This design comes from an exercise in tuning for small area, a short achievable clock period and few clock cycles on the open sky130 flow, not from production work.
Where RTL was checked, it was by simulation tests only, not by an equivalence proof against the original.

==> inputs of wip/ember <==
==> flow/design.v <==
module cache(
    clk,
    proc_reset,
    proc_read,
    proc_write,
    proc_addr,
    proc_rdata,
    proc_wdata,
    proc_stall,
    mem_read,
    mem_write,
    mem_addr,
    mem_rdata,
    mem_wdata,
    mem_ready
);
    input          clk;
    input          proc_reset;
    input          proc_read, proc_write;
    input   [29:0] proc_addr;   
    input   [31:0] proc_wdata;
    output         proc_stall;
    output  [31:0] proc_rdata;
    input  [127:0] mem_rdata;
    input          mem_ready;
    output         mem_read, mem_write;
    output  [27:0] mem_addr;
    output [127:0] mem_wdata;
    reg [127:0] block0 [0:3];
    reg [127:0] block1 [0:3];
    reg [25:0]  tag0 [0:3];
    reg [25:0]  tag1 [0:3];
    reg [3:0]   valid0, valid1;
    reg [3:0]   dirty0, dirty1;
    reg [3:0]   mru;                
    reg s_wb, s_rd, s_done;
    reg hit_r, way_r;               
    reg [31:0]  rdata_r;
    reg [27:0]  maddr_r;
    reg [127:0] mwdata_r;
    wire s_idle = ~(s_wb | s_rd | s_done);
    wire [25:0] tag_t  = proc_addr[29:4];
    wire [1:0]  index  = proc_addr[3:2];
    wire [1:0]  offset = proc_addr[1:0];
    wire        req    = proc_read | proc_write;
    wire [3:0] eq0, eq1;
    genvar s;
    generate
        for (s = 0; s < 4; s = s + 1) begin : g_cmp
            assign eq0[s] = valid0[s] && (tag0[s] == tag_t);
            assign eq1[s] = valid1[s] && (tag1[s] == tag_t);
        end
    endgenerate
    wire hit0 = eq0[index];
    wire hit1 = eq1[index];
    wire hit  = hit0 | hit1;
    wire [127:0] blk0_i = block0[index];
    wire [127:0] blk1_i = block1[index];
    wire [3:0]  vdirty_s;
    wire [25:0] vtag_s [0:3];
    generate
        for (s = 0; s < 4; s = s + 1) begin : g_vic
            assign vdirty_s[s] = mru[s] ? (valid0[s] & dirty0[s]) : (valid1[s] & dirty1[s]);
            assign vtag_s[s]   = mru[s] ? tag0[s] : tag1[s];
        end
    endgenerate
    wire        victim    = ~mru[index];           
    wire        vic_dirty = vdirty_s[index];
    wire [25:0] vtag_i    = vtag_s[index];
    wire fill = s_done & ~hit_r;
    assign proc_stall = ~s_done;
    assign proc_rdata = rdata_r;
    assign mem_write  = s_wb;
    assign mem_read   = s_rd;
    assign mem_addr   = maddr_r;
    assign mem_wdata  = mwdata_r;
    wire look = s_idle & req;
    always @(posedge clk) begin
        if (proc_reset) begin
            s_wb   <= 1'b0;
            s_rd   <= 1'b0;
            s_done <= 1'b0;
        end else begin
            s_wb   <= s_wb ? ~mem_ready : (look & ~hit & vic_dirty);
            s_rd   <= s_rd ? ~mem_ready : ((look & ~hit & ~vic_dirty) | (s_wb & mem_ready));
            s_done <= (look & hit) | (s_rd & mem_ready);
        end
    end
    always @(posedge clk) begin
        hit_r <= s_idle & hit;
        way_r <= hit1;
    end
    wire [31:0] rd0 = blk0_i[offset*32 +: 32];
    wire [31:0] rd1 = blk1_i[offset*32 +: 32];
    wire [31:0] rdm = mem_rdata[offset*32 +: 32];
    wire [31:0] cand0 = s_rd ? rdm : rd0;
    wire [31:0] cand1 = s_rd ? rdm : rd1;
    always @(posedge clk) begin
        rdata_r  <= hit0 ? cand0 : cand1;
        maddr_r  <= ((s_idle & vic_dirty) | (s_wb & ~mem_ready))
                    ? {vtag_i, index} : proc_addr[29:2];
        mwdata_r <= s_rd ? mem_rdata : (victim ? blk1_i : blk0_i);
    end
    wire wr_hit = s_done & hit_r & proc_write;
    integer i;
    always @(posedge clk) begin
        if (proc_reset) begin
            valid0 <= 4'd0;
            valid1 <= 4'd0;
            dirty0 <= 4'd0;
            dirty1 <= 4'd0;
            mru    <= 4'd0;
        end else begin
            for (i = 0; i < 4; i = i + 1) begin
                if (index == i) begin
                    if (s_done & hit_r) mru[i] <= way_r;
                    else if (fill) mru[i] <= ~mru[i];
                    if (fill) begin
                        if (~mru[i]) begin
                            valid1[i] <= 1'b1;
                            dirty1[i] <= proc_write;
                        end else begin
                            valid0[i] <= 1'b1;
                            dirty0[i] <= proc_write;
                        end
                    end else if (wr_hit) begin
                        if (~way_r) dirty0[i] <= 1'b1;
                        if ( way_r) dirty1[i] <= 1'b1;
                    end
                end
            end
        end
    end
    wire [127:0] wdata;
    genvar k;
    generate
        for (k = 0; k < 4; k = k + 1) begin : g_wd
            assign wdata[k*32 +: 32] = (!hit_r && !(proc_write && offset == k))
                                       ? mwdata_r[k*32 +: 32] : proc_wdata;
        end
    endgenerate
    integer j, w;
    always @(posedge clk) begin
        for (j = 0; j < 4; j = j + 1) begin
            if (index == j) begin
                if (fill &  mru[j]) tag0[j] <= tag_t;
                if (fill & ~mru[j]) tag1[j] <= tag_t;
                for (w = 0; w < 4; w = w + 1) begin
                    if ((fill &  mru[j]) | (wr_hit & ~way_r & (offset == w)))
                        block0[j][w*32 +: 32] <= wdata[w*32 +: 32];
                    if ((fill & ~mru[j]) | (wr_hit &  way_r & (offset == w)))
                        block1[j][w*32 +: 32] <= wdata[w*32 +: 32];
                end
            end
        end
    end
endmodule
==> flow/run.sh <==
#!/bin/bash
# synth_recipe.tcl (not shown) runs the flow's synth.tcl, then flattens the netlist and writes it again
# the make line also repeats each setting of config.mk as NAME=value (left out here)
make -C /OpenROAD-flow-scripts/flow DESIGN_CONFIG=/design/flow/config.mk WORK_HOME=/design/flow/orfs CLKGATE_MAP_FILE= SYNTH_SCRIPT=/design/flow/synth_recipe.tcl finish
==> flow/config.mk <==
export PLATFORM = sky130hd
export DESIGN_NAME = cache
export DESIGN_NICKNAME = cache
export VERILOG_FILES = /design/flow/design.v
export SDC_FILE = /design/flow/constraint.sdc
export NUM_CORES = 4
export LEC_CHECK = 0
export CAP_MARGIN = 20
export CORE_MARGIN = 2
export CORE_UTILIZATION = 40
export CTS_CLUSTER_DIAMETER = 80
export CTS_CLUSTER_SIZE = 20
export SETUP_SLACK_MARGIN = 3.4
export SLEW_MARGIN = 20
==> flow/constraint.sdc <==
create_clock -name core_clock -period 6.0 [get_ports {clk}]
set_input_delay 1.2000 -clock core_clock [delete_from_list [all_inputs] [get_ports {clk}]]
set_output_delay 1.2000 -clock core_clock [all_outputs]
set_load 0.01 [all_outputs]
==> wip/yarrow: changes against wip/ember <==
--- a/flow/design.v
+++ b/flow/design.v
@@ -55,18 +55,12 @@
     wire hit1 = eq1[index];
     wire hit  = hit0 | hit1;
+    wire [25:0]  tag0_i = tag0[index];
+    wire [25:0]  tag1_i = tag1[index];
     wire [127:0] blk0_i = block0[index];
     wire [127:0] blk1_i = block1[index];
-    wire [3:0]  vdirty_s;
-    wire [25:0] vtag_s [0:3];
-    generate
-        for (s = 0; s < 4; s = s + 1) begin : g_vic
-            assign vdirty_s[s] = mru[s] ? (valid0[s] & dirty0[s]) : (valid1[s] & dirty1[s]);
-            assign vtag_s[s]   = mru[s] ? tag0[s] : tag1[s];
-        end
-    endgenerate
-    wire        victim    = ~mru[index];           
-    wire        vic_dirty = vdirty_s[index];
-    wire [25:0] vtag_i    = vtag_s[index];
-    wire fill = s_done & ~hit_r;
+    wire victim    = ~mru[index];                  
+    wire vic_dirty = victim ? (valid1[index] & dirty1[index])
+                            : (valid0[index] & dirty0[index]);
+    wire fill = s_rd & mem_ready;
     assign proc_stall = ~s_done;
     assign proc_rdata = rdata_r;
@@ -84,5 +78,5 @@
             s_wb   <= s_wb ? ~mem_ready : (look & ~hit & vic_dirty);
             s_rd   <= s_rd ? ~mem_ready : ((look & ~hit & ~vic_dirty) | (s_wb & mem_ready));
-            s_done <= (look & hit) | (s_rd & mem_ready);
+            s_done <= (look & hit) | fill;
         end
     end
@@ -99,6 +93,6 @@
         rdata_r  <= hit0 ? cand0 : cand1;
         maddr_r  <= ((s_idle & vic_dirty) | (s_wb & ~mem_ready))
-                    ? {vtag_i, index} : proc_addr[29:2];
-        mwdata_r <= s_rd ? mem_rdata : (victim ? blk1_i : blk0_i);
+                    ? {(victim ? tag1_i : tag0_i), index} : proc_addr[29:2];
+        mwdata_r <= victim ? blk1_i : blk0_i;
     end
     wire wr_hit = s_done & hit_r & proc_write;
@@ -115,7 +109,7 @@
                 if (index == i) begin
                     if (s_done & hit_r) mru[i] <= way_r;
-                    else if (fill) mru[i] <= ~mru[i];
+                    else if (fill) mru[i] <= victim;
                     if (fill) begin
-                        if (~mru[i]) begin
+                        if (victim) begin
                             valid1[i] <= 1'b1;
                             dirty1[i] <= proc_write;
@@ -136,6 +130,6 @@
     generate
         for (k = 0; k < 4; k = k + 1) begin : g_wd
-            assign wdata[k*32 +: 32] = (!hit_r && !(proc_write && offset == k))
-                                       ? mwdata_r[k*32 +: 32] : proc_wdata;
+            assign wdata[k*32 +: 32] = (s_rd && !(proc_write && offset == k))
+                                       ? mem_rdata[k*32 +: 32] : proc_wdata;
         end
     endgenerate
@@ -144,10 +138,10 @@
         for (j = 0; j < 4; j = j + 1) begin
             if (index == j) begin
-                if (fill &  mru[j]) tag0[j] <= tag_t;
-                if (fill & ~mru[j]) tag1[j] <= tag_t;
+                if (fill & ~victim) tag0[j] <= tag_t;
+                if (fill &  victim) tag1[j] <= tag_t;
                 for (w = 0; w < 4; w = w + 1) begin
-                    if ((fill &  mru[j]) | (wr_hit & ~way_r & (offset == w)))
+                    if ((fill & ~victim) | (wr_hit & ~way_r & (offset == w)))
                         block0[j][w*32 +: 32] <= wdata[w*32 +: 32];
-                    if ((fill & ~mru[j]) | (wr_hit &  way_r & (offset == w)))
+                    if ((fill &  victim) | (wr_hit &  way_r & (offset == w)))
                         block1[j][w*32 +: 32] <= wdata[w*32 +: 32];
                 end
Settings changed: CTS_CLUSTER_DIAMETER 80 to not set, CTS_CLUSTER_SIZE 20 to not set.
==> wip/violet: changes against wip/ember <==
--- a/flow/design.v
+++ b/flow/design.v
@@ -68,5 +68,5 @@
     wire        vic_dirty = vdirty_s[index];
     wire [25:0] vtag_i    = vtag_s[index];
-    wire fill = s_done & ~hit_r;
+    wire fill = s_rd & mem_ready;
     assign proc_stall = ~s_done;
     assign proc_rdata = rdata_r;
@@ -84,5 +84,5 @@
             s_wb   <= s_wb ? ~mem_ready : (look & ~hit & vic_dirty);
             s_rd   <= s_rd ? ~mem_ready : ((look & ~hit & ~vic_dirty) | (s_wb & mem_ready));
-            s_done <= (look & hit) | (s_rd & mem_ready);
+            s_done <= (look & hit) | fill;
         end
     end
@@ -100,5 +100,5 @@
         maddr_r  <= ((s_idle & vic_dirty) | (s_wb & ~mem_ready))
                     ? {vtag_i, index} : proc_addr[29:2];
-        mwdata_r <= s_rd ? mem_rdata : (victim ? blk1_i : blk0_i);
+        mwdata_r <= victim ? blk1_i : blk0_i;
     end
     wire wr_hit = s_done & hit_r & proc_write;
@@ -136,6 +136,6 @@
     generate
         for (k = 0; k < 4; k = k + 1) begin : g_wd
-            assign wdata[k*32 +: 32] = (!hit_r && !(proc_write && offset == k))
-                                       ? mwdata_r[k*32 +: 32] : proc_wdata;
+            assign wdata[k*32 +: 32] = (s_rd && !(proc_write && offset == k))
+                                       ? mem_rdata[k*32 +: 32] : proc_wdata;
         end
     endgenerate
Settings changed: CORE_UTILIZATION 40 to 50, SETUP_SLACK_MARGIN 3.4 to 3.5.
==> wip/raven: changes against wip/ember <==
--- a/flow/design.v
+++ b/flow/design.v
@@ -34,10 +34,10 @@
     reg [3:0]   dirty0, dirty1;
     reg [3:0]   mru;                
-    reg s_wb, s_rd, s_done;
+    reg s_wb, s_rd, s_done, s_fix;
     reg hit_r, way_r;               
     reg [31:0]  rdata_r;
     reg [27:0]  maddr_r;
     reg [127:0] mwdata_r;
-    wire s_idle = ~(s_wb | s_rd | s_done);
+    wire s_idle = ~(s_wb | s_rd | s_done | s_fix);
     wire [25:0] tag_t  = proc_addr[29:4];
     wire [1:0]  index  = proc_addr[3:2];
@@ -68,5 +68,5 @@
     wire        vic_dirty = vdirty_s[index];
     wire [25:0] vtag_i    = vtag_s[index];
-    wire fill = s_done & ~hit_r;
+    wire fill = s_rd & mem_ready;
     assign proc_stall = ~s_done;
     assign proc_rdata = rdata_r;
@@ -76,4 +76,6 @@
     assign mem_wdata  = mwdata_r;
     wire look = s_idle & req;
+    wire mru_i    = mru[index];
+    wire lru_read = proc_read & (hit1 ^ mru_i);
     always @(posedge clk) begin
         if (proc_reset) begin
@@ -81,26 +83,28 @@
             s_rd   <= 1'b0;
             s_done <= 1'b0;
+            s_fix  <= 1'b0;
         end else begin
             s_wb   <= s_wb ? ~mem_ready : (look & ~hit & vic_dirty);
             s_rd   <= s_rd ? ~mem_ready : ((look & ~hit & ~vic_dirty) | (s_wb & mem_ready));
-            s_done <= (look & hit) | (s_rd & mem_ready);
+            s_done <= (look & hit & ~lru_read) | s_fix | fill;
+            s_fix  <= look & hit & lru_read;
         end
     end
     always @(posedge clk) begin
-        hit_r <= s_idle & hit;
-        way_r <= hit1;
+        hit_r <= (s_idle | s_fix) & hit;
+        way_r <= s_rd ? victim : hit1;
     end
-    wire [31:0] rd0 = blk0_i[offset*32 +: 32];
-    wire [31:0] rd1 = blk1_i[offset*32 +: 32];
-    wire [31:0] rdm = mem_rdata[offset*32 +: 32];
-    wire [31:0] cand0 = s_rd ? rdm : rd0;
-    wire [31:0] cand1 = s_rd ? rdm : rd1;
+    wire [31:0] rd0, rd1, rdm;
+    cache_word u_word0 (.blk(blk0_i),    .offset(offset), .word(rd0));
+    cache_word u_word1 (.blk(blk1_i),    .offset(offset), .word(rd1));
+    cache_word u_wordm (.blk(mem_rdata), .offset(offset), .word(rdm));
+    wire        rsel  = s_fix ? way_r : mru_i;
     always @(posedge clk) begin
-        rdata_r  <= hit0 ? cand0 : cand1;
+        rdata_r  <= s_rd ? rdm : (rsel ? rd1 : rd0);
         maddr_r  <= ((s_idle & vic_dirty) | (s_wb & ~mem_ready))
                     ? {vtag_i, index} : proc_addr[29:2];
-        mwdata_r <= s_rd ? mem_rdata : (victim ? blk1_i : blk0_i);
+        mwdata_r <= victim ? blk1_i : blk0_i;
     end
-    wire wr_hit = s_done & hit_r & proc_write;
+    wire wr_done = s_done & proc_write;
     integer i;
     always @(posedge clk) begin
@@ -119,10 +123,10 @@
                         if (~mru[i]) begin
                             valid1[i] <= 1'b1;
-                            dirty1[i] <= proc_write;
+                            dirty1[i] <= 1'b0;
                         end else begin
                             valid0[i] <= 1'b1;
-                            dirty0[i] <= proc_write;
+                            dirty0[i] <= 1'b0;
                         end
-                    end else if (wr_hit) begin
+                    end else if (wr_done) begin
                         if (~way_r) dirty0[i] <= 1'b1;
                         if ( way_r) dirty1[i] <= 1'b1;
@@ -132,22 +136,15 @@
         end
     end
-    wire [127:0] wdata;
-    genvar k;
-    generate
-        for (k = 0; k < 4; k = k + 1) begin : g_wd
-            assign wdata[k*32 +: 32] = (!hit_r && !(proc_write && offset == k))
-                                       ? mwdata_r[k*32 +: 32] : proc_wdata;
-        end
-    endgenerate
+    wire [127:0] wdata = s_rd ? mem_rdata : {4{proc_wdata}};
     integer j, w;
     always @(posedge clk) begin
         for (j = 0; j < 4; j = j + 1) begin
             if (index == j) begin
-                if (fill &  mru[j]) tag0[j] <= tag_t;
-                if (fill & ~mru[j]) tag1[j] <= tag_t;
+                if (fill &  mru[j]) tag0[j] <= maddr_r[27:2];
+                if (fill & ~mru[j]) tag1[j] <= maddr_r[27:2];
                 for (w = 0; w < 4; w = w + 1) begin
-                    if ((fill &  mru[j]) | (wr_hit & ~way_r & (offset == w)))
+                    if ((fill &  mru[j]) | (wr_done & ~way_r & (offset == w)))
                         block0[j][w*32 +: 32] <= wdata[w*32 +: 32];
-                    if ((fill & ~mru[j]) | (wr_hit &  way_r & (offset == w)))
+                    if ((fill & ~mru[j]) | (wr_done &  way_r & (offset == w)))
                         block1[j][w*32 +: 32] <= wdata[w*32 +: 32];
                 end
@@ -156,2 +153,9 @@
     end
 endmodule
+module cache_word (
+    input  [127:0] blk,
+    input    [1:0] offset,
+    output  [31:0] word
+);
+    assign word = blk[offset*32 +: 32];
+endmodule
==> flow/flow/run.sh (new file) <==
#!/bin/bash
# The standard layout, with plain buf_2 cells as the port buffers instead of
# the delay cells buffer_ports picks by default.
set -euo pipefail
export BUFFER_PORTS_ARGS="-buffer_cell sky130_fd_sc_hd__buf_2"
bash standard.sh finish > orfs_make.log 2>&1
==> flow/standard.sh (new file) <==
#!/bin/bash
# synth_recipe.tcl (not shown) runs the flow's synth.tcl, then flattens the netlist and writes it again
# the make line also repeats each setting of config.mk as NAME=value (left out here)
make -C /OpenROAD-flow-scripts/flow DESIGN_CONFIG=/design/flow/config.mk WORK_HOME=/design/flow/orfs CLKGATE_MAP_FILE= SYNTH_SCRIPT=/design/flow/synth_recipe.tcl "${@:-finish}"
Settings changed: SYNTH_HIERARCHICAL set to 1, SYNTH_MINIMUM_KEEP_SIZE set to 0.
removed: flow/run.sh
==> results by group <==
Run status
  • Status: complete, no violations

Global route
  • Met3 usage in global routing: 0.0739

Floorplanning
  • Die W: 349 um

Setup path
  • Setup crit end kind: output pin

Final layout
  • Antenna diodes: 10
  • Seq cells: 1445

Synthesis
  • Top cells by area, synth: edfxtp_1 62%, mux4_2 12%, dfxtp_1 7.2%
# the run above: wip/violet

==> results by group <==
Floorplanning
  • Die W: 392 um

Setup path
  • Setup crit end kind: register

Run status
  • Status: complete, no violations

Final layout
  • Seq cells: 1445

Synthesis
  • Top cells by area, synth: edfxtp_1 61%, mux4_2 11%, dfxtp_1 7.1%
# the run above: wip/ember

==> results by group <==
Run status
  • Status: complete, no violations

STA
  • Min Tclk post-route: about 2.7 ns

Setup path
  • Setup crit end kind: register

Floorplanning
  • Die W: slightly below 400 um

Final layout
  • Antenna diodes: 1
  • Seq cells: 1445

Synthesis
  • Adder-Cell Fraction of Synth Area: 0
# the run above: wip/yarrow

==> results by group <==
Run status
  • Status: complete, no violations

Setup path
  • Setup crit end kind: register

Synthesis
  • Top cells by area, synth: edfxtp_1 63%, mux4_2 13%, dfxtp_1 7.3%

Global route
  • Met3 usage in global routing: 0.0623

Floorplanning
  • Die W: a little under 400 um

Final layout
  • Seq cells: 1446
  • Antenna diodes: 6

CTS
  • Clock root buffer: clkbuf_16
# the run above: wip/raven

Testbench counts of wip/yarrow, summed over its fixed seeds: cycles 145,525.
Testbench counts of wip/violet, summed over its fixed seeds: cycles 145,525.
Function not checked in wip/ember and wip/raven: the RTL went through the layout flow alone.

==> separate check: timing with driven ports <==
How much do the figures lean on ideal ports? The routed layouts below were timed once more, with nothing changed but the port constraints. Step 1 sets driving cells, clkbuf_16 on the clock port and buf_2 on the other inputs (assumed; they add their load-dependent delay and slew). Step 2 also shifts input and output timing later by t, the mid clock arrival at the registers, as if the neighbouring blocks saw the same clock. Slacks: ideal / step 1 / step 2; pairs: ideal / step 1.
run | shift t [ns] | slack for setup (ns) | worst data-port slew with drivers (ns) | pins driven straight from the clock port
wip/ember | 0.806 | 3.263 / 3.122 / 2.316 | 0.37 | 1
wip/yarrow | 0.879 | 3.254 / 3.059 / 2.179 | 0.30 | 1
wip/violet | 0.770 | 3.349 / 3.161 / 2.391 | 0.31 | 1
wip/raven | 0.785 | 3.351 / 3.198 / 2.413 | 0.34 | 1
After both steps setup and hold are still met in every run listed. The setup slack of wip/yarrow, which loses most, moves by -0.195 ns with the drivers and by -1.075 ns with both steps.
